This design comes from an exercise in tuning for small area, a short achievable clock period and few clock cycles on the open sky130 flow, not from production work. In this exercise RTL edits were held to simulation tests only and were not proved equivalent to the original.

[design/flow/config.mk]
export PLATFORM = sky130hd
export DESIGN_NAME = lascon_top
export DESIGN_NICKNAME = lascon_top
export VERILOG_FILES = /design/flow/design.v
export SDC_FILE = /design/flow/constraint.sdc
export NUM_CORES = 4
export LEC_CHECK = 0
export CAP_MARGIN = 30
export CORE_MARGIN = 2
export CORE_UTILIZATION = 40
export PLACE_DENSITY = 0.5
export SETUP_SLACK_MARGIN = 2.9
export SLEW_MARGIN = 20
export SYNTH_HIERARCHICAL = 1
[design/flow/constraint.sdc]
create_clock -name core_clock -period 7.0 [get_ports {clk}]
set_input_delay 1.4000 -clock core_clock [delete_from_list [all_inputs] [get_ports {clk}]]
set_output_delay 1.4000 -clock core_clock [all_outputs]
set_load 0.01 [all_outputs]
[design/flow/design.v]
`timescale 1ns / 1ps
module state_merge #(
    parameter int W = 384
)(
    input  logic [W-1:0] r_i,
    input  logic [W-1:0] u_i,
    input  logic [W-1:0] y_i,
    output logic [W-1:0] n_o
);
    assign n_o = (r_i & u_i) ^ y_i;
endmodule
`timescale 1ns / 1ps
module ascon_rounds #(
    parameter int NR = 2
)(
    input  logic [319:0] st_i,
    input  logic [3:0]   rc_i,
    output logic [319:0] st_o
);
    function automatic logic [319:0] ascon_round(input logic [319:0] s, input logic [7:0] c);
        logic [63:0] x0, x1, x2, x3, x4, t0, t1, t2, t3, t4;
        x0 = s[0*64 +: 64]; x1 = s[1*64 +: 64]; x2 = s[2*64 +: 64];
        x3 = s[3*64 +: 64]; x4 = s[4*64 +: 64];
        x2[7:0] = x2[7:0] ^ c;
        x0 = x0 ^ x4; x4 = x4 ^ x3; x2 = x2 ^ x1;
        t0 = ~x0 & x1; t1 = ~x1 & x2; t2 = ~x2 & x3; t3 = ~x3 & x4; t4 = ~x4 & x0;
        x0 = x0 ^ t1; x1 = x1 ^ t2; x2 = x2 ^ t3; x3 = x3 ^ t4; x4 = x4 ^ t0;
        x1 = x1 ^ x0; x0 = x0 ^ x4; x3 = x3 ^ x2; x2 = ~x2;
        x0 = x0 ^ {x0[18:0], x0[63:19]} ^ {x0[27:0], x0[63:28]};
        x1 = x1 ^ {x1[60:0], x1[63:61]} ^ {x1[38:0], x1[63:39]};
        x2 = x2 ^ {x2[0],    x2[63:1]}  ^ {x2[5:0],  x2[63:6]};
        x3 = x3 ^ {x3[9:0],  x3[63:10]} ^ {x3[16:0], x3[63:17]};
        x4 = x4 ^ {x4[6:0],  x4[63:7]}  ^ {x4[40:0], x4[63:41]};
        ascon_round = {x4, x3, x2, x1, x0};
    endfunction
    always_comb begin
        logic [3:0] r;
        st_o = st_i;
        for (int i = 0; i < NR; i++) begin
            r = rc_i + 4'(i);
            st_o = ascon_round(st_o, (i == 0) ? 8'd0 : {~r, r});
        end
    end
endmodule
`timescale 1ns / 1ps
module lascon_top #(
    parameter int LASCON_VARIANT = 0
)(
    input  logic        clk,
    input  logic        rst,
    input  logic [2:0]  mode_i,
    input  logic [31:0] xof_len_i,
    input  logic        start_i,
    input  logic        abort_i,
    output logic        busy_o,
    output logic        done_o,
    output logic        tag_fail_o,
    input  logic [63:0] s_axis_tdata,
    input  logic [7:0]  s_axis_tkeep,
    input  logic [3:0]  s_axis_tuser,
    input  logic        s_axis_tlast,
    input  logic        s_axis_tvalid,
    output logic        s_axis_tready,
    output logic [63:0] m_axis_tdata,
    output logic [7:0]  m_axis_tkeep,
    output logic [3:0]  m_axis_tuser,
    output logic        m_axis_tlast,
    output logic        m_axis_tvalid,
    input  logic        m_axis_tready
);
    localparam int NR = 2;    
    localparam logic [63:0] AEAD_IV = 64'h00001000808c0001;
    localparam logic [319:0] HIV_HASH = {64'h1a5c464906c5976d, 64'h3c7fd4a4d56a4db3,
        64'hae65396c6b34b81a, 64'h4bc3a01e333751d2, 64'h9b1e5494e934d681};
    localparam logic [319:0] HIV_XOF  = {64'he0547524db6f0bde, 64'h0ee0ea53416b58cc,
        64'he7508fd780085631, 64'hcc7ce6c75f1ef969, 64'hda82ce768d9447eb};
    localparam logic [319:0] HIV_CXOF = {64'h8f3f1d02d432bc46, 64'h2ab14907720780b6,
        64'he9901dec426e81b5, 64'h43d12d7dc0377bbc, 64'h675527c2a0e8de03};
    localparam logic [3:0] U_AD = 4'd3, U_PT = 4'd4, U_CT = 4'd5, U_TAG = 4'd6,
                           U_Z = 4'd8, U_DIG = 4'd9;
    localparam logic [11:0] P_IDLE = 12'd1, P_LOAD = 12'd2, P_AD0 = 12'd4, P_AD1 = 12'd8,
                            P_D0 = 12'd16, P_D1 = 12'd32, P_TOUT = 12'd64, P_TIN = 12'd128,
                            P_HABS = 12'd256, P_SQZ = 12'd512, P_FIN = 12'd1024, P_DONE = 12'd2048;
    localparam int I_IDLE = 0, I_LOAD = 1, I_AD0 = 2, I_AD1 = 3, I_D0 = 4, I_D1 = 5, I_TOUT = 6, I_TIN = 7, I_HABS = 8, I_SQZ = 9, I_FIN = 10, I_DONE = 11;
    function automatic logic [63:0] swap64(input logic [63:0] d);
        swap64 = {d[7:0], d[15:8], d[23:16], d[31:24], d[39:32], d[47:40], d[55:48], d[63:56]};
    endfunction
    logic [63:0] s0, s1, s2, s3, s4;
    logic [63:0] k0, k1;
    logic [11:0] ph;           
    logic        lastq;        
    logic        pa;           
    logic [3:0]  rc;           
    logic        post_k, post_d, post_p0, chain;
    logic [1:0]  cnt2;         
    logic [28:0] wcnt;         
    logic        abort_l;
    logic        tfail;        
    logic [63:0] obuf;
    logic        o_valid, o_last, o_dig;
    logic [3:0]  o_user;
    logic [7:0]  o_keep;
    logic [63:0] in_sw, bmask, padv, pin;
    always_comb begin
        in_sw = swap64(s_axis_tdata);
        for (int i = 0; i < 8; i++) bmask[63-8*i -: 8] = {8{s_axis_tkeep[i]}};
        padv = 64'd0;
        padv[63] = !s_axis_tkeep[0];
        for (int i = 1; i < 8; i++) padv[63-8*i] = s_axis_tkeep[i-1] && !s_axis_tkeep[i];
        pin = (in_sw & bmask) | padv;
    end
    logic is_aead, is_enc, is_hash256, in_full, in_z;
    assign is_aead    = (mode_i == 3'd0) || (mode_i == 3'd1);
    assign is_enc     = (mode_i == 3'd0);
    assign is_hash256 = (mode_i == 3'd2);
    assign in_full    = (s_axis_tkeep == 8'hFF);
    assign in_z       = (s_axis_tuser == U_Z);
    logic [319:0] st, rout;
    assign st = {s4, s3, s2, s1, s0};
    ascon_rounds #(.NR(NR)) u_rounds (.st_i(st), .rc_i(rc), .st_o(rout));
    state_merge #(.W(384)) u_merge (
        .r_i ({rout[0*64 +: 64], rout}),
        .u_i ({uo, {64{pa}}, {64{pa}}, {64{pa}}, u1, u0}),
        .y_i ({yo, y4, y3, y2c, y1, y0}),
        .n_o ({on, n4, n3, n2, n1, n0})
    );
    logic last;
    assign last = pa && lastq;
    logic or_free;
    assign or_free = !o_valid || m_axis_tready;
    logic tlast_out;
    assign tlast_out = o_last || (o_dig && (abort_i || abort_l));
    logic [319:0] base;
    logic [63:0] m0, m1, m2, m3, m4;       
    logic        dm0, dm1;                 
    logic        ld_k0, ld_k1;
    logic        o_ld;
    logic [2:0]  o_src;                    
    logic        o_ld_last, o_ld_dig, o_dat;
    logic [3:0]  o_ld_user;
    logic [7:0]  o_ld_keep;
    logic        rdy;
    logic [11:0] ph_n;
    logic        pa_n, post_k_n, post_d_n, post_p0_n, chain_n;
    logic [3:0]  rc_n;
    logic [1:0]  cnt2_n;
    logic [28:0] wcnt_n;
    logic        act, sq_last;
    logic        hsel;                     
    logic        xk3, xk4;
    logic xr;
    assign xr = !is_hash256 && (xof_len_i[2:0] != 3'd0);
    assign sq_last = (is_hash256 || (xof_len_i != 32'd0)) && (xr ? (wcnt == 29'd0) : (wcnt == 29'd1));
    task automatic start_perm(input logic p12, input logic pk, input logic pd, input logic pp0, input logic ch);
        pa_n = 1'b1;
        rc_n = p12 ? 4'd0 : 4'd4;
        post_k_n = pk; post_d_n = pd; post_p0_n = pp0; chain_n = ch;
    endtask
    always_comb begin
        ph_n = ph; pa_n = pa; rc_n = rc + 4'(NR);
        post_k_n = post_k; post_d_n = post_d; post_p0_n = post_p0; chain_n = chain;
        cnt2_n = cnt2; wcnt_n = wcnt;
        m0 = '0; m1 = '0; m2 = '0; m3 = '0; m4 = '0;
        dm0 = 1'b0; dm1 = 1'b0;
        ld_k0 = 1'b0; ld_k1 = 1'b0;
        o_ld = 1'b0; o_src = 3'd0; o_ld_last = 1'b0; o_ld_dig = 1'b0; o_dat = 1'b0;
        o_ld_user = U_DIG; o_ld_keep = 8'hFF;
        rdy = 1'b0;
        hsel = 1'b0;
        xk3 = 1'b0; xk4 = 1'b0;
        act = !pa || last;
        if (pa && last) begin
            pa_n = 1'b0;
            if (post_p0) m0[63] = 1'b1;
            if (post_k) begin xk3 = 1'b1; xk4 = 1'b1; end
            if (post_d) m4[0] = 1'b1;
            if (chain) begin
                act = 1'b0;
                if (ph[I_AD0] || ph[I_D0]) start_perm(1'b0, 1'b0, 1'b1, 1'b0, 1'b0);    
                else if (ph[I_TOUT] || ph[I_TIN]) start_perm(1'b1, 1'b1, 1'b0, 1'b0, 1'b0);  
                else start_perm(1'b1, 1'b0, 1'b0, 1'b0, 1'b0);                                 
            end
        end
        if (act) begin
            case (1'b1)
                ph[I_IDLE]: begin
                    rdy = 1'b1;
                    if (start_i) begin
                        cnt2_n = 2'd0;
                        wcnt_n = is_hash256 ? 29'd4 : xof_len_i[31:3];
                        if (is_aead) begin
                            hsel = 1'b1;
                            ph_n = P_LOAD;
                            if (s_axis_tvalid) begin
                                m1 = in_sw; ld_k0 = 1'b1; cnt2_n = 2'd1;
                            end
                        end else begin
                            hsel = 1'b1;
                            ph_n = P_HABS;
                            if (s_axis_tvalid) begin
                                m0 = pin;
                                if (s_axis_tlast) begin
                                    start_perm(1'b1, 1'b0, 1'b0, in_full, in_full);
                                    ph_n = in_z ? P_HABS : P_SQZ;
                                end else start_perm(1'b1, 1'b0, 1'b0, 1'b0, 1'b0);
                            end
                        end
                    end
                end
                ph[I_LOAD]: begin
                    rdy = 1'b1;
                    if (s_axis_tvalid) begin
                        cnt2_n = cnt2 + 2'd1;
                        case (cnt2)
                            2'd0: begin m1 = in_sw; ld_k0 = 1'b1; end
                            2'd1: begin m2 = in_sw; ld_k1 = 1'b1; end
                            2'd2: begin m3 = in_sw; end
                            default: begin
                                m4 = in_sw;
                                start_perm(1'b1, 1'b1, 1'b0, 1'b0, 1'b0);
                                ph_n = P_AD0;
                            end
                        endcase
                    end
                end
                ph[I_AD1]: begin
                    rdy = 1'b1;
                    if (s_axis_tvalid) begin
                        m1 = pin;
                        if (s_axis_tlast) begin
                            if (in_full) start_perm(1'b0, 1'b0, 1'b0, 1'b1, 1'b1);
                            else         start_perm(1'b0, 1'b0, 1'b1, 1'b0, 1'b0);
                            ph_n = P_D0;
                        end else begin
                            start_perm(1'b0, 1'b0, 1'b0, 1'b0, 1'b0);
                            ph_n = P_AD0;
                        end
                    end
                end
                ph[I_AD0], ph[I_D0], ph[I_D1]: begin
                    rdy = or_free;
                    if (s_axis_tvalid && or_free) begin
                        if (ph[I_AD0] && s_axis_tuser == U_AD) begin
                            m0 = pin;
                            if (s_axis_tlast) begin
                                if (in_full) m1[63] = 1'b1;
                                start_perm(1'b0, 1'b0, 1'b1, 1'b0, 1'b0);
                                ph_n = P_D0;
                            end else ph_n = P_AD1;
                        end else begin
                            if (ph[I_AD0]) m4[0] = ~m4[0];    
                            o_ld = 1'b1; o_dat = 1'b1;
                            o_ld_user = is_enc ? U_CT : U_PT;
                            o_ld_keep = s_axis_tkeep;
                            if (ph[I_D1]) begin
                                m1 = pin; dm1 = !is_enc; o_src = 3'd1;
                                o_ld_last = is_enc ? (s_axis_tlast && !in_full) : s_axis_tlast;
                            end else begin
                                m0 = pin; dm0 = !is_enc; o_src = 3'd0;
                                o_ld_last = is_enc ? 1'b0 : s_axis_tlast;
                            end
                            cnt2_n = 2'd0;
                            if (s_axis_tlast) begin
                                if (ph[I_D1] && in_full) begin
                                    start_perm(1'b0, 1'b1, 1'b0, 1'b1, 1'b1);
                                end else begin
                                    if (!ph[I_D1] && in_full) m1[63] = 1'b1;
                                    xk3 = ~xk3; xk4 = ~xk4;
                                    start_perm(1'b1, 1'b1, 1'b0, 1'b0, 1'b0);
                                end
                                ph_n = is_enc ? P_TOUT : P_TIN;
                            end else if (ph[I_D1]) begin
                                start_perm(1'b0, 1'b0, 1'b0, 1'b0, 1'b0);
                                ph_n = P_D0;
                            end else ph_n = P_D1;
                        end
                    end
                end
                ph[I_TOUT]: begin
                    if (or_free && !pa) begin
                        o_ld = 1'b1; o_ld_user = 4'd6; o_ld_keep = 8'hFF;
                        if (cnt2 == 2'd0) begin
                            o_src = 3'd3; cnt2_n = 2'd1;
                        end else begin
                            o_src = 3'd4; o_ld_last = 1'b1; ph_n = P_FIN;
                        end
                    end
                end
                ph[I_TIN]: begin
                    rdy = !pa;
                    if (!pa && s_axis_tvalid) begin
                        cnt2_n = cnt2 + 2'd1;
                        if (cnt2 == 2'd0) m3 = in_sw;
                        else begin m4 = in_sw; ph_n = P_DONE; end
                    end
                end
                ph[I_HABS]: begin
                    rdy = 1'b1;
                    if (s_axis_tvalid) begin
                        m0 = pin;
                        if (s_axis_tlast) begin
                            start_perm(1'b1, 1'b0, 1'b0, in_full, in_full);
                            ph_n = in_z ? P_HABS : P_SQZ;
                        end else start_perm(1'b1, 1'b0, 1'b0, 1'b0, 1'b0);
                    end
                end
                ph[I_SQZ]: begin
                    if (or_free) begin
                        o_ld = 1'b1; o_src = 3'd0; o_ld_dig = 1'b1;
                        o_ld_last = sq_last || abort_i || abort_l;
                        wcnt_n = wcnt - 29'd1;
                        if (sq_last || abort_i || abort_l) ph_n = P_FIN;
                        else start_perm(1'b1, 1'b0, 1'b0, 1'b0, 1'b0);
                    end
                end
                ph[I_FIN]: begin
                    if (or_free) ph_n = P_DONE;
                end
                ph[I_DONE]: begin
                    ph_n = P_IDLE;
                end
                default: ;
            endcase
        end
        if (o_valid && o_dig && m_axis_tready && tlast_out) begin
            ph_n = P_DONE; pa_n = 1'b0; o_ld = 1'b0;
        end
    end
    logic [319:0] cst, hb;
    logic [63:0] x0, x1, y0, y1, y2, y3, y4, u0, u1, n0, n1, n2, n3, n4;
    logic [63:0] uo, yo, y2c, on;
    always_comb begin
        case (mode_i)
            3'd0, 3'd1: cst = {256'd0, AEAD_IV};
            3'd2:       cst = HIV_HASH;
            3'd3:       cst = HIV_XOF;
            default:    cst = HIV_CXOF;
        endcase
        hb = hsel ? cst : ((pa) ? 320'd0 : st);
        x0 = hb[0*64 +: 64] ^ m0;
        x1 = hb[1*64 +: 64] ^ m1;
        y0 = x0;
        y1 = x1;
        y2 = hb[2*64 +: 64] ^ m2;
        y3 = hb[3*64 +: 64] ^ m3 ^ (xk3 ? k0 : 64'd0);
        y4 = hb[4*64 +: 64] ^ m4 ^ (xk4 ? k1 : 64'd0);
        u0 = {64{pa}};
        u1 = {64{pa}};
        for (int b = 0; b < 64; b++) begin
            if (dm0 && bmask[b]) begin u0[b] = 1'b0; y0[b] = in_sw[b]; end
            if (dm1 && bmask[b]) begin u1[b] = 1'b0; y1[b] = in_sw[b]; end
        end
        uo = {64{o_ld && o_src == 3'd0 && pa}};
        if (!o_ld)                yo = obuf;
        else if (o_src == 3'd0)   yo = x0;
        else if (o_src == 3'd1)   yo = x1;
        else if (o_src == 3'd3)   yo = s3;
        else                      yo = s4;
        y2c = y2 ^ {56'd0, pa_n ? {~rc_n, rc_n} : 8'd0};
    end
    always_ff @(posedge clk) begin
        s0 <= n0;
        s1 <= n1;
        s2 <= n2;
        s3 <= n3;
        s4 <= n4;
        if (ld_k0) k0 <= in_sw;
        if (ld_k1) k1 <= in_sw;
        rc <= rc_n;
        lastq <= (rc_n == 4'(12 - NR));
        post_k <= post_k_n; post_d <= post_d_n; post_p0 <= post_p0_n; chain <= chain_n;
        cnt2 <= cnt2_n;
        wcnt <= wcnt_n;
        obuf <= on;
        if (o_ld) begin
            o_last <= o_ld_last; o_dig <= o_ld_dig; o_user <= o_ld_user; o_keep <= o_ld_keep;
        end
    end
    always_ff @(posedge clk or posedge rst) begin
        if (rst) begin
            ph <= P_IDLE;
            pa <= 1'b0;
            o_valid <= 1'b0;
            abort_l <= 1'b0;
            tfail   <= 1'b0;
        end else begin
            ph <= ph_n;
            pa <= pa_n;
            o_valid <= o_ld || (o_valid && !m_axis_tready);
            abort_l <= (ph[I_IDLE]) ? 1'b0 : (abort_l || abort_i);
            tfail   <= ph[I_TIN] && ((s3 != 64'd0) || (y4 != 64'd0));
        end
    end
    assign s_axis_tready = rdy;
    assign m_axis_tvalid = o_valid;
    assign m_axis_tdata  = o_valid ? swap64(obuf) : 64'd0;
    assign m_axis_tkeep  = o_keep;
    assign m_axis_tuser  = o_user;
    assign m_axis_tlast  = tlast_out;
    assign busy_o        = (!ph[I_IDLE]) && (!ph[I_DONE]);
    assign done_o        = (ph[I_DONE]);
    assign tag_fail_o    = (ph[I_DONE]) && tfail;
endmodule
[design/flow/run.sh]
#!/bin/bash
# synth_recipe.tcl (not shown) runs the flow's synth.tcl, then flattens the netlist and writes it again
# the make line also repeats each setting of config.mk as NAME=value (left out here)
make -C /OpenROAD-flow-scripts/flow DESIGN_CONFIG=/design/flow/config.mk WORK_HOME=/design/flow/orfs CLKGATE_MAP_FILE= SYNTH_SCRIPT=/design/flow/synth_recipe.tcl finish
==> results of run 1 <==
[metrics by stage]
stage	utilization	setup WS (ns)
after floorplan	-	2.90
after global placement	0.444	0.701
after detailed placement	0.449	0.971
after CTS	0.505	2.88
after global routing	0.522	2.79
final	0.522	2.73
[per-layer routing]
layer  GRT usage  up-vias
met4       0.389       21
met2       0.693     5750
met1       0.629    32900
li1            -    26500
met5           0        -
met3       0.231     1454
[synthesized netlist by cell type, types with 16 or more instances]
cell	instances	share of area
or2_2	31	0.0028
nand3_1	257	0.019
mux2i_1	97	0.014
and3_1	30	0.0027
and2_1	83	0.0075
a31oi_1	75	0.0068
dfxtp_1	393	0.11
maj3_1	43	0.0062
nor4_1	49	0.0044
xor3_1	23	0.0079
mux2_2	94	0.015
nor4b_2	16	0.0035
buf_2	49	0.0035
nor2_1	128	0.0069
inv_1	339	0.018
a21oi_1	544	0.039
xor2_2	20	0.0047
xor2_1	567	0.072
buf_1	55	0.0030
nor3_1	82	0.0059
o21ai_0	168	0.012
ha_1	265	0.048
xnor2_1	1506	0.19
nand4_1	25	0.0023
nand2_1	1171	0.063
xnor3_1	404	0.13
maj3_2	68	0.011
edfxtp_1	173	0.075
nor2b_1	36	0.0033
xnor2_2	185	0.043
a221oi_1	55	0.0070
clkbuf_1	246	0.013
nand2b_1	42	0.0038
[worst min path at each step]
stage	startpoint	end	cells after the start
after floorplan	rc[1]	rc[1]	1
after global routing	rc[1]	rc[1]	1
after global placement	rc[1]	rc[1]	1
after detailed placement	rc[1]	rc[1]	1
after CTS	rc[1]	rc[1]	1
final	rc[1]	rc[1]	1
[logic make-up (layout without fill, tap and decap cells)]
logic type               count (synthesis)  after routing  share of synthesized area
AO/OA/AOI/OAI                          946            947                     0.0780
XOR/XNOR                              2728           2728                      0.458
adder cells (fa/ha/maj)                376            376                     0.0652
buffers and inverters                  698           1387                     0.0391
flip-flops                             582            582                      0.195
multiplexers                           196            196                     0.0302
other                                    0             23                          0
AND/OR/NAND/NOR                       2026           2027                      0.135
[registers in the layout (all words and copies together), names as in the netlist, 4 cells and up]
register  count
s3           64
obuf         64
s1           64
k1           64
s0           64
k0           64
wcnt         29
s4           64
s2           64
rc            4
ph           12
o_user        4
o_keep        8
[cell type report]
type / count / area [µm²] / share of cell area
multi-input cells: 6274 / 59300 / 0.661
flip-flops and latches: 582 / 13600 / 0.152
repair buffers: 896 / 9730 / 0.109
well taps: 2310 / 2890 / 0.0322
clock buffers: 117 / 2410 / 0.0269
inverters: 343 / 1290 / 0.0144
clock inverters: 31 / 404 / 0.00451
diodes: 23 / 57.6 / 0.000642
[critical path, delay by kind of cell (launching register included)]
kind                       cells  cell delay (ns)
xor gates and xnor gates       8             2.47
adders and majority gates      1             0.36
buffers and inverters          3             0.63
DFF                            1             0.59
and+or+nand+nor                1             0.12
[repair_timing]
action                                  4_1_cts  5_1_grt
setup buffers                               169      126
cloned                                        7        6
hold buffers                                  0        0
pin swaps                                   147      135
resized for setup                           621      242
endpoints found under the setup margin      500      265
==> results.cfg, run 1 <==
[setup_path]
path_class = reg2reg
start_kind = flop
crit_path_end = s1[18]
required_ns = 7.61
reg2reg_from = s3[37]
slowest_stage = dfxtp_1
critPathLaunch = s3[37]
worst-endpoint-arrival_ns = 4.88
endpoint_kind = flop
critPathMostFrequentCell = xnor2_1
max_stage_delay_ns = 0.59
worst-path-max-fanout = 5
r2r_cells = 13
r2r_setup_slack_ns = 2.73
path_cells = inv_1 > ha_1 > xnor2_1 > xnor2_2 > buf_4 > xnor3_1 > xor2_1 > xnor3_2 > xor2_1 > xnor2_1 > buf_4 > nand2_1 > xnor2_1
r2r-end = s1[18]

[final_layout]
most-common-layout-cells = xnor2_1, nand2_1, a21oi_1, xor2_1, buf_4
post_route_cells_drive_above_1_share = 0.235
final_common_cell = xnor2_1
fin_nets = 8559
stdcell_count = 10600
final_area_um2 = 89700
synthToLayoutAreaGrowth_pct = 29.5
n_fill_cell = 15500

[floorplanning]
die_x_um = 420
dieArea_um2 = 176000
fp.dieH_um = 420
fp-row-count = 152
start_util = 0.403
core_um2 = 172000
boundaryPins = 200

[placed_design]
gp_routability_congestion = 1.18
placed_cells = 10100
portBuffers = 199
dpl-instance-area_um2 = 77100
dp_hpwl_um = 370000

[yosys]
yosysSeqAreaShare = 0.195
synth_enable_flop_cells = 173
synth_cells = 7552
syn_area_um2 = 69200
syn-num-nets = 7935
yosys.cell_types.count = 103
syn_area_per_cell_um2 = 9.17
synth_seq_cells = 582
synth-async-reset-ratio = 0.0275
synth_warnings = 8
ys.flop_type = dfxtp_1

[route]
wire_per_inst_um = 43.9
top_layer_used = met5
dr_wl_met2_um = 178000
drt_wl_total_um = 465000
ant_nets = 0
drt-met1-wl_um = 167000
vias = 66600
vias_per_cell = 6.30
first_iter_violations = 11000
dr_wl_met3_um = 73000
firstDrtPassIters = 9
drc = 0

[cts]
clockRootBuffer = clkbuf_16
path_clk_slew_ns = 0.06
htree_levels = 3
cts_tree = done
cts.sinks = 582
clk_latency_ns = 0.74
cts_made_buffers = 79
clock_path_buffers = 3

[global_route]
grt_max_degree = 102
track_usage = 0.512
grt_pass1_vias = 60600
antenna_found_initial = 36
gr-total-overflow = 0
grt_first_pass_wirelength_um = 590000

[timing]
slew_violations = 0
finalClockSkew_ns = 0.0403
finalSetupTns_ns = 0
tightest_slew_ns = 1.14
maxClockFrequency_mhz = 234
slew_headroom = 0.241
rsz0062_at_grt = true
final-hold-violation-count = 0
final.period_utilization = 0.609
fin_crit_ns = 4.27
holdWs_ns = 0.559
setup_viol = 0

[run]
drv_cap = 0

[hold_path]
min_path_type = reg2reg

[outcome]
status = timing/DRC/antenna clean
Testbench counts, summed over its fixed seeds: cycles 20,321.
==> inputs of run 2 (changes only) <==
--- a/design/flow/config.mk
+++ b/design/flow/config.mk
@@ -9,6 +9,6 @@
 export CORE_MARGIN = 2
 export CORE_UTILIZATION = 40
 export PLACE_DENSITY = 0.5
-export SETUP_SLACK_MARGIN = 2.9
+export SETUP_SLACK_MARGIN = 2.7
 export SLEW_MARGIN = 20
 export SYNTH_HIERARCHICAL = 1
==> run 2 against run 1 <==
Wire length decreased by 3.3%. Clock-buffer cell count shrank 1. Highest routed layer unchanged. Area after synthesis is the same. Maximum frequency is 4.8% lower. Still clean. Via count fell by 2.1%. Synthesized cell count unchanged.
==> results.cfg, run 2 <==
[yosys]
netlist_top_cells_count = xnor2_1, nand2_1, xor2_1
synth.largest_area_cell = xnor2_1
synth_seq_cells = 582
syn_area_um2 = 69200
synth-async-reset-ratio = 0.0275
synth_warnings = 8
yosysMostFrequentCell = xnor2_1
ys.flop_type = dfxtp_1
syn_area_per_cell_um2 = 9.17
synth.area.top_cells = xnor2_1, xnor3_1, dfxtp_1
yosysTopAreaCellShare = 0.191
yosysSeqAreaShare = 0.195
synth_enable_flop_cells = 173
synth_cells = 7552
yosys.cell_types.count = 103
syn-num-nets = 7935

[route]
vias = 65200
firstDrtPassIters = 9
ant_nets = 0
vias_per_cell = 6.28
wire_per_inst_um = 43.3
drc = 0
drt_wl_total_um = 449000
first_iter_violations = 11100

[global_route]
grt_max_degree = 129
gr-total-overflow = 0
antenna_found_initial = 42
grt_first_pass_wirelength_um = 572000
track_usage = 0.496
grt_pass1_vias = 59100

[timing]
tightest_slew_ns = 1.23
rsz0062_at_grt = true
setup_viol = 0
slew_violations = 0
holdWs_ns = 0.577
finalClockSkew_ns = 0.0604
final-hold-violation-count = 0
slew_headroom = 0.174
maxClockFrequency_mhz = 223
setup_slack_ns = 2.52
finalSetupTns_ns = 0
final.period_utilization = 0.640
fin_crit_ns = 4.48

[floorplanning]
start_util = 0.403
core_um2 = 172000
fp.dieH_um = 420
boundaryPins = 200
die_x_um = 420
dieArea_um2 = 176000
fp-row-count = 152

[hold_path]
min_path_type = reg2reg

[placed_design]
dp_slack_ns = 1.21
dp_hpwl_um = 364000
gp_routability_congestion = 1.15
portBuffers = 199

[setup_path]
required_ns = 7.62
start_kind = flop
slowest_stage = dfxtp_1
path_delay_family = XOR/XNOR gates
critPathMostFrequentCell = xnor2_1
worst-path-max-fanout = 5
worst-endpoint-arrival_ns = 5.10
path_buf_inv = 0
max_stage_delay_ns = 0.76
path_class = reg2reg
path_cells = xnor2_1 > xnor2_1 > xnor2_2 > xor3_1 > ha_1 > xnor2_4 > xnor2_4 > xnor2_1 > xnor2_1 > nand2_1 > xnor2_1
endpoint_kind = flop

[final_layout]
most-common-layout-cells = xnor2_1, nand2_1, a21oi_1, xor2_1, buf_4
post_route_cells_drive_above_1_share = 0.194
fin_nets = 8365
final_common_cell = xnor2_1
utilization = 0.498
synthToLayoutAreaGrowth_pct = 23.7

[run]
drv_cap = 0

[cts]
cts.sinks = 582
path_clk_slew_ns = 0.07
clockRootBuffer = clkbuf_16
cts_hold_buffers = 0
htree_levels = 3
clock_path_buffers = 3
cts_made_buffers = 79
cts_tree = done
clk_latency_ns = 0.76

[outcome]
status = timing/DRC/antenna clean
run 2: worst min-delay path, delay by kind of cell, from the launching register on:
family	cells	cell delay, ns
compound gates	1	0.08
xor+xnor	1	0.07
flops	1	0.33
simple gates	1	0.05
run 2: cells by family after synthesis:
group	synth area share
compound gates	0.0780
xor+xnor	0.458
fa+ha+maj	0.0652
buf+inv	0.0391
flops	0.195
mux	0.0302
simple gates	0.135
run 2: cell type report:
cell class | instances | area [µm²]
fillers | 16100 | 86100
diodes | 28 | 70.1
clock inverters | 27 | 373
inverters | 343 | 1290
clock buffers | 116 | 2330
repair buffers | 700 | 7150
multi-input cells | 6276 | 58000
well taps | 2310 | 2890
flip-flops and latches | 582 | 13500
run 2: layer usage:
| layer | global-route usage | routed length (µm) | up-vias |
|---|---|---|---|
| li1 | - | - | 26200 |
| met1 | 0.638 | 170000 | 32400 |
| met2 | 0.677 | 175000 | 5413 |
| met3 | 0.197 | 66200 | 1221 |
| met4 | 0.325 | 37700 | 26 |
| met5 | 0.00611 | 302 | - |
run 2: final timing paths:
| check | start | endpoint | slack, ns | cells after the start |
|---|---|---|---|---|
| max | s4[43] | s3[4] | 2.52 | 11 |
| min | obuf[53] | obuf[53] | 0.58 | 3 |
| max reg2reg | s4[43] | s3[4] | 2.52 | 11 |
| min reg2reg | obuf[53] | obuf[53] | 0.58 | 3 |
| max in group asynchronous | rst | ph[0] | 5.46 | 3 |
| min in group asynchronous | rst | abort_l | 1.00 | 2 |
run 2: per-stage QoR:
| step | std cells | area [µm²] |
|---|---|---|
| after floorplan | 7552 | 69300 |
| after global placement | 10000 | 75900 |
| after detailed placement | 10100 | 76500 |
| after CTS | 10300 | 83700 |
| after global routing | 10400 | 85500 |
| final | 10400 | 85600 |
run 2: repair_timing:
| item | 4_1_cts | 5_1_grt |
|---|---|---|
| gates resized for setup | 444 | 174 |
| setup buffers | 74 | 62 |
| cloned | 8 | 4 |
| pin swaps | 56 | 68 |
| endpoints found under the setup margin | 356 | 229 |
| endpoints found under the hold margin | 0 | 0 |
==> inputs of run 3 (changes only) <==
--- a/design/flow/config.mk
+++ b/design/flow/config.mk
@@ -9,6 +9,6 @@
 export CORE_MARGIN = 2
 export CORE_UTILIZATION = 40
 export PLACE_DENSITY = 0.5
-export SETUP_SLACK_MARGIN = 2.7
+export SETUP_SLACK_MARGIN = 2.5
 export SLEW_MARGIN = 20
 export SYNTH_HIERARCHICAL = 1
==> run 3 against run 2 <==
Clock-buffer cell count fell by 8. Wire length fell by 1.7%. Critical path type unchanged. Still clean. Final area fell by 3.2%. Sequential share of layout area rose by 0.50 points. Register-to-register slack got worse by 0.26 ns. Global-route usage fell by 0.64 points. Die area did not move. Critical path depth did not move.
==> results.cfg, run 3 <==
[setup_path]
path_class = reg2reg
worst-endpoint-arrival_ns = 5.36
worst-path-max-fanout = 4
endpoint_kind = flop
required_ns = 7.61
max_stage_delay_ns = 0.75
path_cells = buf_4 > ha_1 > xor2_4 > xnor3_1 > inv_1 > ha_1 > xnor2_1 > xnor2_2 > xnor3_1 > nand2_1 > xnor2_1
slowest_stage = xnor3_1
r2r-end = obuf[9]
r2r_cells = 11
r2r_setup_slack_ns = 2.26
start_kind = flop
reg2reg_from = s4[50]

[yosys]
synth_enable_flop_cells = 173
syn_area_um2 = 69200
syn_area_per_cell_um2 = 9.17
synth_warnings = 8
synthMuxAreaShare = 0.0302
yosysTopAreaCellShare = 0.191
synthSimpleGateAreaFrac = 0.135
yosysSeqAreaShare = 0.195
synth_cells = 7552
synth.largest_area_cell = xnor2_1
yosys.cell_types.count = 103
yosysMostFrequentCell = xnor2_1
synth-adder-area-share = 0.0652
synth_compound_gate_area_share = 0.0780
synth_seq_cells = 582
netlist_top_cells_count = xnor2_1, nand2_1, xor2_1
synth_top_family_by_area = XOR/XNOR gates
synth.area.top_cells = xnor2_1, xnor3_1, dfxtp_1
ys.flop_type = dfxtp_1
synth_xor_area_frac = 0.458
syn-num-nets = 7935
synth-async-reset-ratio = 0.0275

[placed_design]
dp_slack_ns = 0.964
portBuffers = 199
dp_hpwl_um = 364000
gp_routability_congestion = 1.15

[timing]
tightest_slew_ns = 1.21
holdWs_ns = 0.560
setup_viol = 0
slew_violations = 0
slew_headroom = 0.187
fin_crit_ns = 4.74
final.period_utilization = 0.678
maxClockFrequency_mhz = 211
final-hold-violation-count = 0
finalClockSkew_ns = 0.0407
setup_slack_ns = 2.26
rsz0062_at_grt = true
finalSetupTns_ns = 0

[final_layout]
most-common-layout-cells = xnor2_1, nand2_1, a21oi_1, xor2_1, xnor3_1
fin_nets = 8286
synthToLayoutAreaGrowth_pct = 19.7
final_common_cell = xnor2_1
regArea_um2 = 13500
post_route_cells_drive_above_1_share = 0.170
multi_input_area_um2 = 56600
n_fill_cell = 16300

[global_route]
antenna_found_initial = 38
gr-total-overflow = 0
grt_first_pass_wirelength_um = 565000
grt_pass1_vias = 58100
track_usage = 0.489
grt_max_degree = 72

[cts]
clock_path_buffers = 3
path_clk_slew_ns = 0.06
cts.sinks = 582
clockRootBuffer = clkbuf_16
clk_latency_ns = 0.76
cts_tree = done
htree_levels = 3
cts_made_buffers = 79

[route]
ant_nets = 0
firstDrtPassIters = 9
drc = 0
first_iter_violations = 10700
vias = 64400
wire_per_inst_um = 42.9
vias_per_cell = 6.25
drt_wl_total_um = 442000

[floorplanning]
fp-row-count = 152
fp.dieH_um = 420
die_x_um = 420
dieArea_um2 = 176000
start_util = 0.403
boundaryPins = 200
core_um2 = 172000

[run]
drv_cap = 0

[hold_path]
min_path_cells = 1
whs_endpoint = rc[1]
min_path_type = reg2reg
min_from = rc[1]

[outcome]
status = timing/DRC/antenna clean
-- run 3: cell counts after synthesis --
No cell type changed its count.
-- run 3: area by class of cell --
cell class / instances / area share
flip-flops and latches: 582 / 0.163
diodes: 24 / 0.000725
clock inverters: 38 / 0.00518
well taps: 2310 / 0.0349
multi-input cells: 6273 / 0.683
repair buffers: 624 / 0.0696
inverters: 343 / 0.0155
clock buffers: 108 / 0.0276
-- run 3: worst max-delay path by stage --
stage,start,to,slack [ns],cells after the start
floorplan,pa,obuf[0],2.44,13
global placement,s_axis_tvalid,tfail,0.99,12
detailed placement,s_axis_tvalid,tfail,0.96,12
CTS,s3[5],s0[31],2.48,13
global route,s3[6],s0[34],2.46,13
finish,s4[50],obuf[9],2.26,11
-- run 3: cells by family (layout without fill, tap and decap cells) --
family                     after synthesis  after routing
other                                    0             24
xor gates and xnor gates              2728           2728
DFF                                    582            582
AOI/OAI and AO/OA                      946            946
muxes                                  196            196
adders and majority gates              376            376
buffers and inverters                  698           1113
and+or+nand+nor                       2026           2027
-- run 3: stage by stage --
stage / util / cell area (µm²) / instances
2_1_floorplan: - / 69300 / 7552
3_3_place_gp: 0.443 / 76100 / 10000
3_5_place_dp: 0.447 / 76700 / 10100
4_1_cts: 0.475 / 81600 / 10200
5_1_grt: 0.482 / 82800 / 10300
6_report: 0.483 / 82900 / 10300
-- run 3: critical path: cells and delay by family (launching register included) --
kind	cells	cell delay, ns
adders and majority gates	2	0.68
DFF	1	0.57
buffers and inverters	2	0.32
and+or+nand+nor	1	0.14
xor gates and xnor gates	6	2.85
-- run 3: per-layer routing --
| layer | vias up | share of wire | global-route usage |
|---|---|---|---|
| li1 | 26000 | - | - |
| met1 | 32100 | 0.39 | 0.636 |
| met2 | 5200 | 0.39 | 0.674 |
| met3 | 1078 | 0.14 | 0.189 |
| met4 | 18 | 0.078 | 0.302 |
| met5 | - | 0.00029 | 0.00917 |
-- run 3: timing repair --
action                                  in CTS  in global routing
endpoints found under the setup margin     310                185
setup buffers                               12                 33
hold buffers                                 0                  0
pin swaps                                   12                 33
gates resized for setup                    244                118
cloned                                       2                  0
==> inputs of run 4 (changes only) <==
--- a/design/flow/config.mk
+++ b/design/flow/config.mk
@@ -9,6 +9,7 @@
 export CORE_MARGIN = 2
 export CORE_UTILIZATION = 40
 export PLACE_DENSITY = 0.5
-export SETUP_SLACK_MARGIN = 2.5
+export SETUP_SLACK_MARGIN = 2.9
 export SLEW_MARGIN = 20
 export SYNTH_HIERARCHICAL = 1
+export TNS_END_PERCENT = 30
==> run 4 against run 3 <==
Area after synthesis is the same. Critical path depth grew 1. Die area is the same. Largest cell class unchanged. Cell count grew 2.0%. First-iteration DRC count is 2.3% lower.
==> results.cfg, run 4 <==
[cts]
cts_tree = done
cts_made_buffers = 75
clockRootBuffer = clkbuf_16
path_clk_slew_ns = 0.06
clk_latency_ns = 0.75
clock_path_buffers = 3
htree_levels = 3
cts.sinks = 582

[yosys]
synth.area.top_cells = xnor2_1, xnor3_1, dfxtp_1
syn_area_per_cell_um2 = 9.17
yosysMostFrequentCell = xnor2_1
synth_enable_flop_cells = 173
synth_warnings = 8
netlist_top_cells_count = xnor2_1, nand2_1, xor2_1
yosysTopAreaCellShare = 0.191
synth_seq_cells = 582
yosys.cell_types.count = 103
syn_area_um2 = 69200
ys.flop_type = dfxtp_1
yosysSeqAreaShare = 0.195
synth-async-reset-ratio = 0.0275
synth_cells = 7552
synth.largest_area_cell = xnor2_1
syn-num-nets = 7935

[floorplanning]
die_x_um = 420
boundaryPins = 200
fp-row-count = 152
core_um2 = 172000
dieArea_um2 = 176000
fp.dieH_um = 420
start_util = 0.403

[timing]
maxClockFrequency_mhz = 228
tightest_slew_ns = 1.17
final-hold-violation-count = 0
rsz0062_at_grt = true
finalClockSkew_ns = 0.0686
final.period_utilization = 0.628
setup_slack_ns = 2.61
setup_viol = 0
slew_violations = 0
finalSetupTns_ns = 0
fin_crit_ns = 4.39
slew_headroom = 0.219

[global_route]
gr-usage-met3 = 0.190
antenna_found_initial = 38
gr-total-overflow = 0
grt_max_degree = 90
grt_first_pass_wirelength_um = 572000
grt-busiest-layer = met2
grt_util_met2 = 0.684
grt_use_met1 = 0.637
grt_pass1_vias = 59200
track_usage = 0.494

[route]
firstDrtPassIters = 7
wire_per_inst_um = 42.6
vias = 65200
ant_nets = 0
vias_per_cell = 6.21
first_iter_violations = 10400
drc = 0
drt_wl_total_um = 447000

[final_layout]
final_common_cell = xnor2_1
fin_nets = 8501
synthToLayoutAreaGrowth_pct = 27.3
n_fill_cell = 15700
most-common-layout-cells = xnor2_1, nand2_1, a21oi_1, xor2_1, buf_4
post_route_cells_drive_above_1_share = 0.219

[placed_design]
dp_slack_ns = 1.12
gp_routability_congestion = 1.15
portBuffers = 199
dp_hpwl_um = 364000

[setup_path]
worst-endpoint-arrival_ns = 5.01
endpoint_kind = flop
worst-path-max-fanout = 5
path_class = reg2reg
required_ns = 7.62
start_kind = flop

[hold_path]
min_path_type = reg2reg

[run]
drv_cap = 0

[outcome]
status = timing/DRC/antenna clean

[pwr]
run 4: cell counts after synthesis:
No cell type changed its count.
run 4: cells by family after synthesis:
family,count (synthesis),synth area share
flops,582,0.195
buf+inv,698,0.0391
xor+xnor,2728,0.458
compound gates,946,0.0780
mux,196,0.0302
simple gates,2026,0.135
fa+ha+maj,376,0.0652
run 4: per-stage QoR:
stage | util | hold WS, ns | cells | cell area (µm²)
5_1_grt | 0.513 | 0.574 | 10500 | 88000
3_5_place_dp | 0.447 | 0.533 | 10100 | 76800
4_1_cts | 0.497 | 0.541 | 10400 | 85400
6_report | 0.513 | 0.556 | 10500 | 88100
3_3_place_gp | 0.443 | 0.516 | 10000 | 76100
2_1_floorplan | - | 0.478 | 7552 | 69400
run 4: worst max-delay path: stages, from the launching register on:
cell and delay (ns):
dfxtp_1 0.75, xnor2_2 0.18, xnor2_1 0.20, xnor2_2 0.51
xnor3_1 0.63, ha_1 0.35, xnor2_1 0.13, buf_4 0.20
xnor2_4 0.39, xnor2_1 0.21, xnor2_1 0.38, nand2_1 0.15
xnor2_1 0.19
run 4: layer usage:
metal,up-vias,part of all wire
met5,-,0.00083
met4,34,0.081
met3,1139,0.15
met2,5132,0.39
met1,32500,0.38
li1,26400,-
run 4: area by class of cell:
class	count	area [µm²]	area share
diodes	21	52.6	0.000597
clock buffers	116	2230	0.0254
clock inverters	22	238	0.00270
inverters	343	1290	0.0146
multi-input cells	6273	58900	0.668
flip-flops and latches	582	13600	0.154
well taps	2310	2890	0.0328
repair buffers	843	8970	0.102
run 4: repair_timing:
action                     in CTS  in global routing
gates cloned                    9                  2
pin swaps                     129                 97
buffers inserted              140                108
setup endpoints to repair     425                317
hold buffers                    0                  0
resized for setup             576                217
run 4: worst paths after layout:
kind                        start  endpoint  slack [ns]  cells past startpoint
setup / recovery           s4[47]    s3[47]        2.61                     12
max in group asynchronous     rst        pa        5.47                      3
setup reg to reg           s4[47]    s3[47]        2.61                     12
hold reg to reg             rc[1]     rc[1]        0.56                      1
hold / removal              rc[1]     rc[1]        0.56                      1
min in group asynchronous     rst    ph[11]        1.03                      2
==> inputs of run 5 (changes only) <==
==> design/flow/config.mk (replaced) <==
export PLATFORM = sky130hd
export DESIGN_NAME = lascon_top
export DESIGN_NICKNAME = lascon_top
export VERILOG_FILES = /design/flow/design.v
export SDC_FILE = /design/flow/constraint.sdc
export NUM_CORES = 4
export LEC_CHECK = 0
export CAP_MARGIN = 20
export CORE_MARGIN = 2
export CORE_UTILIZATION = 40
export PLACE_DENSITY = 0.5
export SETUP_SLACK_MARGIN = 2.9
export SLEW_MARGIN = 10
export SYNTH_HIERARCHICAL = 1
==> run 5 against run 4 <==
Still clean. Hold slack better by 0.0018 ns. Largest cell class unchanged. Global-route usage up 1.8 points. Via count up 2.1%. Sequential share of layout area down 0.31 points. Critical endpoint is now tfail. Synthesized cell count unchanged. Highest routed layer unchanged. Setup slack better by 0.0015 ns.
==> results.cfg, run 5 <==
[yosys]
synth.area.top_cells = xnor2_1, xnor3_1, dfxtp_1
ys.flop_type = dfxtp_1
synth.largest_area_cell = xnor2_1
synth_cells = 7552
netlist_top_cells_count = xnor2_1, nand2_1, xor2_1
yosys.cell_types.count = 103
yosysTopAreaCellShare = 0.191
yosysSeqAreaShare = 0.195
syn_area_per_cell_um2 = 9.17
synth_seq_cells = 582
syn-num-nets = 7935
yosysMostFrequentCell = xnor2_1
synth-async-reset-ratio = 0.0275
synth_warnings = 8
syn_area_um2 = 69200
synth_enable_flop_cells = 173

[timing]
maxClockFrequency_mhz = 228
setup_viol = 0
fin_crit_ns = 4.39
final-hold-violation-count = 0
final.period_utilization = 0.627
finalSetupTns_ns = 0
tightest_slew_ns = 1.18
slew_violations = 0
holdWs_ns = 0.558
slew_headroom = 0.211
rsz0062_at_grt = true
finalClockSkew_ns = 0.0554

[setup_path]
start_kind = input pin
reg2reg_from = s4[44]
critPathLaunch = s_axis_tkeep[3]
required_ns = 7.57
worst-path-max-fanout = 8
endpoint_kind = flop
slowest_stage = clkdlybuf4s50_1
worst-endpoint-arrival_ns = 4.96
path_cells = clkdlybuf4s50_1 > and4_1 > nand3_1 > nand4_4 > buf_12 > xnor2_4 > buf_4 > nor3b_1 > nor4b_1 > nand4_1 > nor3_1 > a41oi_2
max_stage_delay_ns = 0.63
path_class = in2reg

[global_route]
track_usage = 0.512
grt_max_degree = 102
antenna_found_initial = 44
gr-total-overflow = 0
grt_first_pass_wirelength_um = 589000
grt_pass1_vias = 60200

[final_layout]
synthToLayoutAreaGrowth_pct = 29.9
post_route_cells_drive_above_1_share = 0.232
final_area_um2 = 90000
most-common-layout-cells = xnor2_1, nand2_1, a21oi_1, xor2_1, buf_4
final_common_cell = xnor2_1
stdcell_count = 10500
fin_nets = 8524

[route]
first_iter_violations = 11700
ant_nets = 0
wire_per_inst_um = 43.9
drc = 0
vias = 66600
firstDrtPassIters = 11
vias_per_cell = 6.32
drt_wl_total_um = 463000

[cts]
htree_levels = 3
cts_tree = done
clock_path_buffers = 3
clockRootBuffer = clkbuf_16
clk_latency_ns = 0.74
cts.sinks = 582
cts_made_buffers = 76
cts_hold_buffers = 0
path_clk_slew_ns = 0.06

[placed_design]
dpl-instance-area_um2 = 76500
gp_routability_congestion = 1.18
dp_hpwl_um = 370000
placed_cells = 10100
portBuffers = 199

[floorplanning]
core_um2 = 172000
fp.dieH_um = 420
dieArea_um2 = 176000
die_x_um = 420
start_util = 0.403
boundaryPins = 200
fp-row-count = 152

[outcome]
status = timing/DRC/antenna clean

[run]
drv_cap = 0

[hold_path]
min_from = ph[10]
min_path_type = reg2reg
==> run 5: stage by stage <==
step / util / setup slack, ns
final: 0.524 / 2.61
after global routing: 0.523 / 2.71
after CTS: 0.506 / 2.70
after detailed placement: 0.446 / 0.701
after global placement: 0.444 / 0.701
after floorplan: - / 2.90
==> run 5: layer usage <==
| layer | track usage | share of wire | up-vias |
|---|---|---|---|
| met3 | 0.233 | 0.16 | 1413 |
| met1 | 0.629 | 0.36 | 32900 |
| met5 | 0 | 0.00065 | - |
| li1 | - | - | 26500 |
| met4 | 0.376 | 0.095 | 26 |
| met2 | 0.695 | 0.39 | 5804 |
==> run 5: final cells by class <==
| cell class | instances | area, µm² |
|---|---|---|
| inverter | 343 | 1290 |
| sequential | 582 | 13600 |
| clock buffer | 94 | 2060 |
| timing repair buffer | 864 | 9470 |
| multi-input combinational | 6274 | 60100 |
| tap | 2310 | 2890 |
| antenna | 30 | 75.1 |
| clock inverter | 48 | 507 |
| fill | 15500 | 81800 |
==> run 5: kinds of logic after synthesis <==
group                    after synthesis  share of synthesized area
AO/OA/AOI/OAI                        946                     0.0780
XOR/XNOR                            2728                      0.458
adder cells (fa/ha/maj)              376                     0.0652
buffers and inverters                698                     0.0391
flip-flops                           582                      0.195
multiplexers                         196                     0.0302
AND/OR/NAND/NOR                     2026                      0.135
==> run 5: final timing paths <==
check,to,slack (ns),cells after the start
worst max-delay path,tfail,2.61,12
worst min-delay path,ph[10],0.56,2
worst max register to register,s1[47],2.73,10
worst min register to register,ph[10],0.56,2
max in group asynchronous,ph[0],5.68,3
min in group asynchronous,pa,1.03,3
==> run 5: critical path, delay by kind of cell <==
family | cells | cell delay, ns
compound gates | 1 | 0.15
simple gates | 7 | 2.07
buf+inv | 3 | 1.12
xor+xnor | 1 | 0.19
==> run 5: repair_timing <==
| action | 4_1_cts | 5_1_grt |
|---|---|---|
| buffers inserted | 192 | 118 |
| endpoints found under the setup margin | 483 | 278 |
| cloned | 7 | 1 |
| pin swaps | 163 | 143 |
| gates resized for setup | 684 | 230 |
==> inputs of run 6 (changes only) <==
--- a/design/flow/design.v
+++ b/design/flow/design.v
@@ -342,8 +342,8 @@
         y0 = x0;
         y1 = x1;
         y2 = hb[2*64 +: 64] ^ m2;
-        y3 = hb[3*64 +: 64] ^ m3 ^ (xk3 ? k0 : 64'd0);
-        y4 = hb[4*64 +: 64] ^ m4 ^ (xk4 ? k1 : 64'd0);
+        y3 = hb[3*64 +: 64] ^ (m3 | (xk3 ? k0 : 64'd0));
+        y4 = hb[4*64 +: 64] ^ {m4[63:1] | (xk4 ? k1[63:1] : 63'd0), m4[0] ^ (xk4 && k1[0])};
         u0 = {64{pa}};
         u1 = {64{pa}};
         for (int b = 0; b < 64; b++) begin
--- a/design/flow/config.mk
+++ b/design/flow/config.mk
@@ -5,10 +5,10 @@
 export SDC_FILE = /design/flow/constraint.sdc
 export NUM_CORES = 4
 export LEC_CHECK = 0
-export CAP_MARGIN = 20
+export CAP_MARGIN = 30
 export CORE_MARGIN = 2
 export CORE_UTILIZATION = 40
 export PLACE_DENSITY = 0.5
 export SETUP_SLACK_MARGIN = 2.9
-export SLEW_MARGIN = 10
+export SLEW_MARGIN = 20
 export SYNTH_HIERARCHICAL = 1
==> run 6 against run 5 <==
Still clean on timing, DRC and antenna. Clock-buffer cell count increased by 12. Cell count decreased by 4.4%. Wire length decreased by 6.1%. Via count decreased by 4.7%. Clock skew decreased by 0.0027 ns. Critical path depth unchanged. Synthesized cell count decreased by 5.3%. Global-route usage decreased by 2.6 points. Utilization decreased by 0.59 points. Area after synthesis decreased by 2.9%.
==> results.cfg, run 6 <==
[timing]
slew_violations = 0
final.period_utilization = 0.619
maxClockFrequency_mhz = 231
final-hold-violation-count = 0
finalClockSkew_ns = 0.0527
setup_viol = 0
holdWs_ns = 0.559
rsz0062_at_grt = true
slew_headroom = 0.209
finalSetupTns_ns = 0
fin_crit_ns = 4.33
tightest_slew_ns = 1.18

[route]
vias = 63500
first_iter_violations = 10500
drc = 0
firstDrtPassIters = 6
drt_wl_total_um = 434000
ant_nets = 0
wire_per_inst_um = 43.1
vias_per_cell = 6.30

[yosys]
synth-adder-area-share = 0.0671
synth_cells = 7155
synth.largest_area_cell = xnor2_1
yosysSeqAreaShare = 0.200
syn_area_per_cell_um2 = 9.40
yosys.cell_types.count = 90
ys.flop_type = dfxtp_1
yosysMostFrequentCell = xnor2_1
synthSimpleGateAreaFrac = 0.121
synth_compound_gate_area_share = 0.0942
synth_warnings = 8
synthMuxAreaShare = 0.0284
synth.area.top_cells = xnor2_1, xnor3_1, dfxtp_1
syn-num-nets = 7538
synth_enable_flop_cells = 173
synth_seq_cells = 582
syn_area_um2 = 67200
synth-async-reset-ratio = 0.0275
yosysTopAreaCellShare = 0.176
netlist_top_cells_count = xnor2_1, nand2_1, xor2_1
synth_xor_area_frac = 0.452
synth_top_family_by_area = XOR/XNOR gates

[setup_path]
path_class = reg2reg
start_kind = flop
path_cells = inv_1 > ha_1 > xnor2_1 > xnor2_1 > buf_4 > xnor3_1 > xor2_2 > xnor3_2 > xnor2_1 > xnor2_2 > nand2_2 > xnor2_1
worst-endpoint-arrival_ns = 4.94
worst-path-max-fanout = 5
endpoint_kind = flop
max_stage_delay_ns = 0.58
r2r_setup_slack_ns = 2.67
slowest_stage = xnor3_1
required_ns = 7.60
path_buf_inv = 2
critPathMostFrequentCell = xnor2_1
path_delay_family = XOR/XNOR gates

[floorplanning]
die_x_um = 414
boundaryPins = 200
core_um2 = 167000
start_util = 0.403
fp-row-count = 150
dieArea_um2 = 171000
fp.dieH_um = 414

[final_layout]
most-common-layout-cells = xnor2_1, nand2_1, buf_4, xor2_1, a21oi_1
final_common_cell = xnor2_1
regArea_um2 = 13600
n_fill_cell = 15400
multi_input_area_um2 = 57600
final_area_um2 = 86500
synthToLayoutAreaGrowth_pct = 28.6
post_route_cells_drive_above_1_share = 0.229
fin_nets = 8178

[hold_path]
min_path_type = reg2reg

[global_route]
grt_pass1_vias = 56700
grt_first_pass_wirelength_um = 551000
gr-total-overflow = 0
antenna_found_initial = 33
track_usage = 0.486
grt_max_degree = 127

[run]
drv_cap = 0

[placed_design]
gp_routability_congestion = 1.14
portBuffers = 199
dp_hpwl_um = 358000
dpl-instance-area_um2 = 74700

[cts]
cts.sinks = 582
path_clk_slew_ns = 0.06
cts_made_buffers = 76
cts_hold_buffers = 0
clk_latency_ns = 0.73
cts_tree = done
clockRootBuffer = clkbuf_16
clock_path_buffers = 3
htree_levels = 3

[outcome]
status = timing/DRC/antenna clean
-- run 6: area by class of cell --
class	instances	share of cell area
timing repair buffer	879	0.101
clock inverter	36	0.00393
clock buffer	106	0.0251
antenna	17	0.000492
multi-input combinational	5927	0.666
tap	2204	0.0319
sequential	582	0.157
inverter	329	0.0143
-- run 6: cell families (layout without fill, tap and decap cells) --
family / count (synthesis) / count (layout)
xor gates and xnor gates: 2584 / 2584
and+or+nand+nor: 1805 / 1806
AOI/OAI and AO/OA: 976 / 976
buffers and inverters: 647 / 1350
DFF: 582 / 582
adders and majority gates: 376 / 376
muxes: 185 / 185
other: 0 / 17
-- run 6: tightest hold or removal path, delay by kind of cell (launching register included) --
family / cells / cell delay (ns)
flip-flops: 1 / 0.36
AO/OA/AOI/OAI: 1 / 0.07
AND/OR/NAND/NOR: 1 / 0.07
-- run 6: path summary, 6_finish.rpt --
path	from	endpoint	depth (start not counted)
max	s3[32]	s1[7]	12
min	chain	chain	2
max reg2reg	s3[32]	s1[7]	12
min reg2reg	chain	chain	2
max in group asynchronous	rst	pa	3
min in group asynchronous	rst	abort_l	2
-- run 6: through the flow --
step | std cells | setup slack [ns] | utilization
final | 10100 | 2.67 | 0.518
after global routing | 10100 | 2.81 | 0.518
after CTS | 9934 | 2.71 | 0.499
after detailed placement | 9657 | 0.762 | 0.447
after global placement | 9606 | 0.962 | 0.444
after floorplan | 7155 | 2.83 | -
-- run 6: per-layer routing --
| layer | routed length [µm] | track usage |
|---|---|---|
| met5 | 269 | 0.00667 |
| met4 | 33800 | 0.299 |
| met3 | 63500 | 0.185 |
| met2 | 170000 | 0.663 |
| met1 | 167000 | 0.640 |
-- run 6: repair_timing --
item	4_1_cts	5_1_grt
gates resized for setup	618	303
setup buffers	132	121
cloned	3	7
setup endpoints to repair	391	292
pin swaps	134	145
Testbench counts of run 6, summed over its fixed seeds: cycles 20,321.
==> inputs of run 7 (changes only) <==
--- a/design/flow/config.mk
+++ b/design/flow/config.mk
@@ -8,6 +8,7 @@
 export CAP_MARGIN = 30
 export CORE_MARGIN = 2
 export CORE_UTILIZATION = 40
+export GPL_TIMING_DRIVEN = 0
 export PLACE_DENSITY = 0.5
 export SETUP_SLACK_MARGIN = 2.9
 export SLEW_MARGIN = 20
==> run 7 against run 6 <==
First-iteration DRC count up 19%. Cell count up 2.2%. Maximum frequency down 6.2%. Final area up 5.1%. Clock-buffer cell count down 9. Critical path depth down 3. Die area unchanged. Utilization up 2.6 points. Area after synthesis unchanged. Non-clock buffer count up 199. Sequential share of layout area down 0.73 points. Synthesized cell count unchanged.
==> results.cfg, run 7 <==
[setup_path]
worst-endpoint-arrival_ns = 5.17
endpoint_kind = flop
worst-path-max-fanout = 10
required_ns = 7.55
path_class = in2reg
start_kind = input pin

[global_route]
grt_first_pass_wirelength_um = 612000
antenna_found_initial = 43
track_usage = 0.551
grt_max_degree = 64
gr-total-overflow = 0
grt_pass1_vias = 60000

[cts]
clockRootBuffer = clkbuf_16
cts_made_buffers = 75
cts_hold_buffers = 0
path_clk_slew_ns = 0.06
clock_path_buffers = 3
htree_levels = 3
cts_tree = done
cts.sinks = 582
clk_latency_ns = 0.77

[yosys]
yosys.cell_types.count = 90
synth.largest_area_cell = xnor2_1
ys.flop_type = dfxtp_1
synth_seq_cells = 582
netlist_top_cells_count = xnor2_1, nand2_1, xor2_1
syn_area_um2 = 67200
synth.area.top_cells = xnor2_1, xnor3_1, dfxtp_1
synth_enable_flop_cells = 173
yosysMostFrequentCell = xnor2_1
yosysTopAreaCellShare = 0.176
syn-num-nets = 7538
synth-async-reset-ratio = 0.0275
syn_area_per_cell_um2 = 9.40
synth_warnings = 8
synth_cells = 7155
yosysSeqAreaShare = 0.200

[route]
wire_per_inst_um = 47.4
vias_per_cell = 6.53
first_iter_violations = 12400
vias = 67200
ant_nets = 0
drt_wl_total_um = 489000
firstDrtPassIters = 10
drc = 0

[timing]
slew_violations = 0
holdWs_ns = 0.557
final-hold-violation-count = 0
rsz0062_at_grt = true
slew_headroom = 0.219
tightest_slew_ns = 1.17
maxClockFrequency_mhz = 217
setup_viol = 0
final.period_utilization = 0.660
finalClockSkew_ns = 0.0758
fin_crit_ns = 4.62
finalSetupTns_ns = 0

[floorplanning]
start_util = 0.403
die_x_um = 414
core_um2 = 167000
boundaryPins = 200
fp-row-count = 150
dieArea_um2 = 171000
fp.dieH_um = 414

[run]
drv_cap = 0

[placed_design]
dp_hpwl_um = 406000
gp_routability_congestion = 1.21
portBuffers = 196

[hold_path]
min_path_type = reg2reg

[final_layout]
final_common_cell = xnor2_1
post_route_cells_drive_above_1_share = 0.259
most-common-layout-cells = xnor2_1, nand2_1, xor2_1, a21oi_1
fin_nets = 8376
synthToLayoutAreaGrowth_pct = 35.2

[outcome]
status = timing/DRC/antenna clean
==> run 7: cell counts after synthesis <==
No cell type changed its count.
==> run 7: kinds of logic after synthesis <==
family,share of synthesized area
AOI/OAI and AO/OA,0.0942
xor gates and xnor gates,0.452
adders and majority gates,0.0671
buffers and inverters,0.0366
DFF,0.200
muxes,0.0284
and+or+nand+nor,0.121
==> run 7: worst max-delay path, stage by stage <==
cell	delay (ns)
clkdlybuf4s50_1	0.60
clkbuf_1	0.72
and3_1	0.28
a31o_2	0.11
a21oi_2	0.05
xor2_1	0.20
nor4_2	0.30
nand4b_1	0.71
o41a_1	0.78
==> run 7: repair_timing <==
action	CTS	global route
gates resized for setup	1028	373
endpoints found under the setup margin	569	347
cloned	2	0
setup buffers	191	159
pin swaps	170	133
==> run 7: layout make-up <==
type	instances	area, µm²
antenna	41	103
multi-input combinational	5927	60000
clock buffer	97	2100
buffer	318	1940
clock inverter	42	450
inverter	329	1240
sequential	582	13600
fill	14900	76100
timing repair buffer	760	8680
tap	2204	2760
==> run 7: per-stage QoR <==
| stage | cell area [µm²] | instances | worst slack, ns | utilization |
|---|---|---|---|---|
| final | 90900 | 10300 | 2.38 | 0.544 |
| after global routing | 90800 | 10300 | 2.56 | 0.544 |
| after CTS | 87300 | 10100 | 2.75 | 0.523 |
| after detailed placement | 75900 | 9761 | 0.0141 | 0.455 |
| after global placement | 72000 | 9555 | -2.44 | 0.431 |
| after floorplan | 67300 | 7155 | 2.83 | - |
==> run 7: final timing paths <==
kind | startpoint | endpoint | slack [ns] | depth (start not counted)
max | s_axis_tdata[32] | tfail | 2.38 | 9
min | obuf[36] | obuf[36] | 0.56 | 2
max reg2reg | pa | tfail | 2.38 | 9
min reg2reg | obuf[36] | obuf[36] | 0.56 | 2
max in group asynchronous | rst | pa | 5.26 | 2
min in group asynchronous | rst | abort_l | 1.14 | 2
==> run 7: layer usage <==
layer / vias up / part of all wire / GRT usage / wire (µm)
met5: - / 0.0023 / 0.0408 / 1100
met4: 30 / 0.12 / 0.505 / 56700
met3: 1814 / 0.16 / 0.287 / 79700
met2: 6381 / 0.37 / 0.715 / 182000
met1: 32900 / 0.35 / 0.643 / 170000
li1: 26100 / - / - / -

==> separate check: timing with driven ports <==
No port has a modelled driver above. Below, the same layouts with a new extraction and two added sets of constraints.
Step 1 assumes that a clkbuf_16 drives the clock port and a buf_2 every other input.
Step 2 times the ports against the registers' clock, not the clock port: input delays grow and output delays shrink by t, the midpoint of the rising clock arrivals with the driver on.
a / b / c = ideal / step 1 / step 2; a / b = the first two.
| run | t, ns | slack for setup (ns) | hold WS [ns] |
|---|---|---|---|
| run 1 | 0.820 | 2.734 / 2.734 / 2.132 | 0.559 / 0.559 / 0.559 |
| run 2 | 0.821 | 2.518 / 2.518 / 1.930 | 0.577 / 0.577 / 0.577 |
| run 3 | 0.835 | 2.257 / 2.257 / 1.750 | 0.560 / 0.560 / 0.560 |
| run 4 | 0.806 | 2.607 / 2.607 / 2.056 | 0.556 / 0.556 / 0.556 |
| run 5 | 0.797 | 2.608 / 2.657 / 1.859 | 0.558 / 0.558 / 0.558 |
| run 6 | 0.803 | 2.669 / 2.669 / 2.189 | 0.559 / 0.559 / 0.559 |
| run 7 | 0.824 | 2.383 / 2.385 / 1.614 | 0.557 / 0.557 / 0.557 |
After both steps every run listed still meets setup and hold. The setup slack of run 7, which loses most, moves by +0.002 ns with the drivers and by -0.769 ns with both steps.
